This is an optimization exercise on Yosys and OpenROAD, whose aim is small area, a short achievable clock period and few clock cycles per item, not a production implementation.
At most, simulation tests tie the RTL to the original design; equivalence was not proved.
Power and IR drop assume default switching activity.

Setup of lane 2:
==> flow/design.v <==
`timescale          1ns/1ps
`default_nettype    none
module MS_DMAC_AHBL (
    input   wire    HCLK,
    input   wire    HRESETn,
    output  wire    IRQ,
    input wire          HSEL,
    input wire [31:0]   HADDR,
    input wire [1:0]    HTRANS,
    input wire          HWRITE,
    input wire          HREADY,
    input wire [31:0]   HWDATA,
    input wire [2:0]    HSIZE,
    output wire         HREADYOUT,
    output wire [31:0]  HRDATA,
    output wire [31:0]  M_HADDR,
    output wire [1:0]   M_HTRANS,
    output wire [2:0] 	M_HSIZE,
    output wire         M_HWRITE,
    output wire [31:0]  M_HWDATA,
    input wire          M_HREADY,
    input wire [31:0]   M_HRDATA
);
    reg         wr_en;
    reg         s_ctrl, s_stat, s_saddr, s_daddr, s_size, s_trig;
    always @(posedge HCLK or negedge HRESETn)
        if (~HRESETn) wr_en <= 1'b0;
        else wr_en <= HREADY & HSEL & HTRANS[1] & HWRITE & (HADDR[7:5] == 3'b000);
    always @(posedge HCLK) begin
        s_ctrl  <= (HADDR[4:2] == 3'd0);
        s_stat  <= (HADDR[4:2] == 3'd1);
        s_saddr <= (HADDR[4:2] == 3'd2);
        s_daddr <= (HADDR[4:2] == 3'd3);
        s_size  <= (HADDR[4:2] == 3'd4);
        s_trig  <= (HADDR[4:2] == 3'd5);
    end
    wire        trig_wr = wr_en & s_trig;
    reg [31:0]  CTRL_REG;
    reg [31:0]  SADDR_REG;
    reg [31:0]  DADDR_REG;
    reg [15:0]  SIZE_REG;
    always @(posedge HCLK or negedge HRESETn)
        if (~HRESETn) CTRL_REG <= 32'h0;
        else if (wr_en & s_ctrl) CTRL_REG <= HWDATA;
    always @(posedge HCLK or negedge HRESETn)
        if (~HRESETn) SADDR_REG <= 32'h0;
        else if (wr_en & s_saddr) SADDR_REG <= HWDATA;
    always @(posedge HCLK or negedge HRESETn)
        if (~HRESETn) DADDR_REG <= 32'h0;
        else if (wr_en & s_daddr) DADDR_REG <= HWDATA;
    always @(posedge HCLK or negedge HRESETn)
        if (~HRESETn) SIZE_REG <= 16'h0;
        else if (wr_en & s_size) SIZE_REG <= HWDATA[15:0];
    wire        EN        = CTRL_REG[0];
    wire [1:0]  SRC_TYPE  = CTRL_REG[17:16];
    wire [2:0]  SRC_AI    = CTRL_REG[20:18];
    wire [1:0]  DEST_TYPE = CTRL_REG[25:24];
    wire [2:0]  DEST_AI   = CTRL_REG[28:26];
    reg         busy;        
    reg         done;        
    reg         htrans_q;    
    reg         hwrite_q;    
    reg [15:0]  cntr;        
    reg [31:0]  haddr_q;
    reg [31:0]  rdata;
    wire        issue     = htrans_q & M_HREADY;
    wire        last      = (cntr == SIZE_REG);
    wire        start     = trig_wr & HWDATA[0] & EN & (SIZE_REG != 16'h0);
    wire        finish    = busy & EN & ~htrans_q & M_HREADY;
    wire [2:0]  ai        = hwrite_q ? SRC_AI : DEST_AI;
    wire [31:0] base      = hwrite_q ? SADDR_REG : DADDR_REG;
    wire [17:0] offset    = (ai == 3'd4) ? {cntr, 2'b00} :
                            (ai == 3'd2) ? {1'b0, cntr, 1'b0} :
                            (ai != 3'd0) ? {2'b00, cntr} : 18'h0;
    wire [31:0] next_addr = base + {14'h0, offset};
    always @(posedge HCLK or negedge HRESETn)
        if (~HRESETn) begin
            htrans_q <= 1'b0;
            hwrite_q <= 1'b1;
        end else if (start) begin
            htrans_q <= 1'b1;
            hwrite_q <= 1'b0;
        end else if (issue) begin
            if (~hwrite_q) begin
                hwrite_q <= 1'b1;
            end else if (last) begin
                htrans_q <= 1'b0;
            end else begin
                hwrite_q <= 1'b0;
            end
        end
    always @(posedge HCLK or negedge HRESETn)
        if (~HRESETn) cntr <= 16'h0;
        else if (issue & ~hwrite_q) cntr <= cntr + 16'h1;
        else if (issue & last) cntr <= 16'h0;
    always @(posedge HCLK)
        if (~htrans_q | M_HREADY) haddr_q <= next_addr;
    wire        half_from_word = (SRC_TYPE == 2'd2) & (DEST_TYPE == 2'd1);
    always @(posedge HCLK)
        if (htrans_q & hwrite_q) begin
            rdata[15:0]  <= M_HRDATA[15:0];
            rdata[31:16] <= half_from_word ? M_HRDATA[15:0] : M_HRDATA[31:16];
        end
    always @(posedge HCLK or negedge HRESETn)
        if (~HRESETn) busy <= 1'b0;
        else if (trig_wr) busy <= HWDATA[0];
        else if (finish) busy <= 1'b0;
    always @(posedge HCLK or negedge HRESETn)
        if (~HRESETn) done <= 1'b0;
        else if (trig_wr) done <= 1'b0;
        else if (finish) done <= 1'b1;
    assign IRQ       = done;
    assign HREADYOUT = 1'b1;
    assign HRDATA = ({32{s_ctrl}}  & CTRL_REG)
                  | ({32{s_saddr}} & SADDR_REG)
                  | ({32{s_daddr}} & DADDR_REG)
                  | ({32{s_size}}  & {16'h0, SIZE_REG})
                  | {31'h0, (s_stat & done) | (s_trig & busy)};
    assign M_HADDR  = haddr_q;
    assign M_HTRANS = {htrans_q, 1'b0};
    assign M_HWRITE = hwrite_q;
    assign M_HSIZE  = {1'b0, hwrite_q ? DEST_TYPE : SRC_TYPE};
    assign M_HWDATA = rdata;
endmodule
==> flow/config.mk <==
export PLATFORM = sky130hd
export DESIGN_NAME = MS_DMAC_AHBL
export DESIGN_NICKNAME = MS_DMAC_AHBL
export VERILOG_FILES = /design/flow/design.v
export SDC_FILE = /design/flow/constraint.sdc
export NUM_CORES = 4
export LEC_CHECK = 0
export CAP_MARGIN = 20
export CORE_MARGIN = 2
export CORE_UTILIZATION = 40
export SLEW_MARGIN = 20
==> flow/constraint.sdc <==
create_clock -name core_clock -period 7.0 [get_ports {HCLK}]
set_input_delay 1.4000 -clock core_clock [delete_from_list [all_inputs] [get_ports {HCLK}]]
set_output_delay 1.4000 -clock core_clock [all_outputs]
set_load 0.01 [all_outputs]
run.sh (not shown) runs the stock make flow with config.mk's settings and CLKGATE_MAP_FILE= SYNTH_SCRIPT=/design/flow/synth_recipe.tcl, a recipe that flattens the netlist after the stock synthesis.
Testbench counts of lane 2, summed over its fixed seeds: cycles 18,508, items 5,221.
## Diff of input files: lane 1 against lane 2
==> flow/design.v, changed modules only <==
module MS_DMAC_AHBL (
    input   wire    HCLK,
    input   wire    HRESETn,
    output  wire    IRQ,
    input wire          HSEL,
    input wire [31:0]   HADDR,
    input wire [1:0]    HTRANS,
    input wire          HWRITE,
    input wire          HREADY,
    input wire [31:0]   HWDATA,
    input wire [2:0]    HSIZE,
    output wire         HREADYOUT,
    output wire [31:0]  HRDATA,
    output wire [31:0]  M_HADDR,
    output wire [1:0]   M_HTRANS,
    output wire [2:0] 	M_HSIZE,
    output wire         M_HWRITE,
    output wire [31:0]  M_HWDATA,
    input wire          M_HREADY,
    input wire [31:0]   M_HRDATA
);
    reg         wr_en;
    reg         s_ctrl, s_stat, s_saddr, s_daddr, s_size, s_trig;
    always @(posedge HCLK or negedge HRESETn)
        if (~HRESETn) wr_en <= 1'b0;
        else wr_en <= HREADY & HSEL & HTRANS[1] & HWRITE & (HADDR[7:5] == 3'b000);
    always @(posedge HCLK) begin
        s_ctrl  <= (HADDR[4:2] == 3'd0);
        s_stat  <= (HADDR[4:2] == 3'd1);
        s_saddr <= (HADDR[4:2] == 3'd2);
        s_daddr <= (HADDR[4:2] == 3'd3);
        s_size  <= (HADDR[4:2] == 3'd4);
        s_trig  <= (HADDR[4:2] == 3'd5);
    end
    wire        trig_wr = wr_en & s_trig;
    reg [31:0]  CTRL_REG;
    reg [31:0]  SADDR_REG;
    reg [31:0]  DADDR_REG;
    reg [15:0]  SIZE_REG;
    always @(posedge HCLK or negedge HRESETn)
        if (~HRESETn) CTRL_REG <= 32'h0;
        else if (wr_en & s_ctrl) CTRL_REG <= HWDATA;
    always @(posedge HCLK or negedge HRESETn)
        if (~HRESETn) SADDR_REG <= 32'h0;
        else if (wr_en & s_saddr) SADDR_REG <= HWDATA;
    always @(posedge HCLK or negedge HRESETn)
        if (~HRESETn) DADDR_REG <= 32'h0;
        else if (wr_en & s_daddr) DADDR_REG <= HWDATA;
    always @(posedge HCLK or negedge HRESETn)
        if (~HRESETn) SIZE_REG <= 16'h0;
        else if (wr_en & s_size) SIZE_REG <= HWDATA[15:0];
    wire        EN        = CTRL_REG[0];
    wire [1:0]  SRC_TYPE  = CTRL_REG[17:16];
    wire [2:0]  SRC_AI    = CTRL_REG[20:18];
    wire [1:0]  DEST_TYPE = CTRL_REG[25:24];
    wire [2:0]  DEST_AI   = CTRL_REG[28:26];
    reg         busy;        
    reg         done;        
    reg         htrans_q;    
    reg         hwrite_q;    
    reg [1:0]   hsize_q;
    reg [15:0]  cntr;        
    reg [31:0]  haddr_q;     
    reg [31:0]  nxaddr_q;    
    reg [31:0]  rdata;
    wire        issue     = htrans_q & M_HREADY;
    wire        last      = (cntr == SIZE_REG);
    wire        start     = trig_wr & HWDATA[0] & EN & (SIZE_REG != 16'h0);
    wire        finish    = busy & EN & ~htrans_q & M_HREADY;
    always @(posedge HCLK or negedge HRESETn)
        if (~HRESETn) begin
            htrans_q <= 1'b0;
            hwrite_q <= 1'b1;
        end else if (start) begin
            htrans_q <= 1'b1;
            hwrite_q <= 1'b0;
        end else if (issue) begin
            if (~hwrite_q) begin
                hwrite_q <= 1'b1;
            end else if (last) begin
                htrans_q <= 1'b0;
            end else begin
                hwrite_q <= 1'b0;
            end
        end
    always @(posedge HCLK)
        if (~htrans_q | M_HREADY)
            hsize_q <= (htrans_q & ~hwrite_q) ? DEST_TYPE : SRC_TYPE;
    always @(posedge HCLK or negedge HRESETn)
        if (~HRESETn) cntr <= 16'h0;
        else if (issue & ~hwrite_q) cntr <= cntr + 16'h1;
        else if (issue & last) cntr <= 16'h0;
    wire [2:0]  ai      = hwrite_q ? DEST_AI : SRC_AI;
    wire [2:0]  step    = (ai == 3'd4) ? 3'd4 :
                          (ai == 3'd2) ? 3'd2 :
                          (ai != 3'd0) ? 3'd1 : 3'd0;
    wire [31:0] stepped = haddr_q + {29'h0, step};
    always @(posedge HCLK)
        if (~htrans_q) begin
            haddr_q  <= SADDR_REG;
            nxaddr_q <= DADDR_REG;
        end else if (M_HREADY) begin
            haddr_q  <= nxaddr_q;
            nxaddr_q <= stepped;
        end
    wire        half_from_word = (SRC_TYPE == 2'd2) & (DEST_TYPE == 2'd1);
    always @(posedge HCLK)
        if (htrans_q & hwrite_q) begin
            rdata[15:0]  <= M_HRDATA[15:0];
            rdata[31:16] <= half_from_word ? M_HRDATA[15:0] : M_HRDATA[31:16];
        end
    always @(posedge HCLK or negedge HRESETn)
        if (~HRESETn) busy <= 1'b0;
        else if (trig_wr) busy <= HWDATA[0];
        else if (finish) busy <= 1'b0;
    always @(posedge HCLK or negedge HRESETn)
        if (~HRESETn) done <= 1'b0;
        else if (trig_wr) done <= 1'b0;
        else if (finish) done <= 1'b1;
    assign IRQ       = done;
    assign HREADYOUT = 1'b1;
    assign HRDATA = ({32{s_ctrl}}  & CTRL_REG)
                  | ({32{s_saddr}} & SADDR_REG)
                  | ({32{s_daddr}} & DADDR_REG)
                  | ({32{s_size}}  & {16'h0, SIZE_REG})
                  | {31'h0, (s_stat & done) | (s_trig & busy)};
    assign M_HADDR  = haddr_q;
    assign M_HTRANS = {htrans_q, 1'b0};
    assign M_HWRITE = hwrite_q;
    assign M_HSIZE  = {1'b0, hsize_q};
    assign M_HWDATA = rdata;
endmodule
--- outcome ---
- Of the two candidates, lane 2 has the worse setup slack and lane 1 the better one.
- Die area delta (lane 1 − lane 2): unfavourable
- Delta (lane 1 minus lane 2): total power draw has decreased, portion of the post-synthesis area used by sequential elements now sits higher.
- On number of signal-net inverters in the final layout: between lane 1 and lane 2, it ends up lower for lane 2.
For lane 1, only the layout was checked, not whether the RTL still works.

## afterwards: timing with drivers on the ports
Ports are ideal in the flow. The routed layouts listed here were re-timed in OpenROAD.
Step 1, drivers: a clkbuf_16 drives HCLK and a buf_2 each remaining input, both assumed.
Step 2 also shifts input and output timing later by t, the mid clock arrival at the registers, as if the neighbouring blocks saw the same clock.
Three values: no drivers, after step 1, after step 2; two values: the first two.
| run | shift t [ns] | slack for setup (ns) | pins driven straight from the clock port |
|---|---|---|---|
| lane 2 | 0.548 | 2.150 / 2.150 / 2.150 | 1 |
| lane 1 | 0.577 | 2.924 / 2.877 / 3.077 | 1 |
After both steps setup and hold are still met in every run listed.
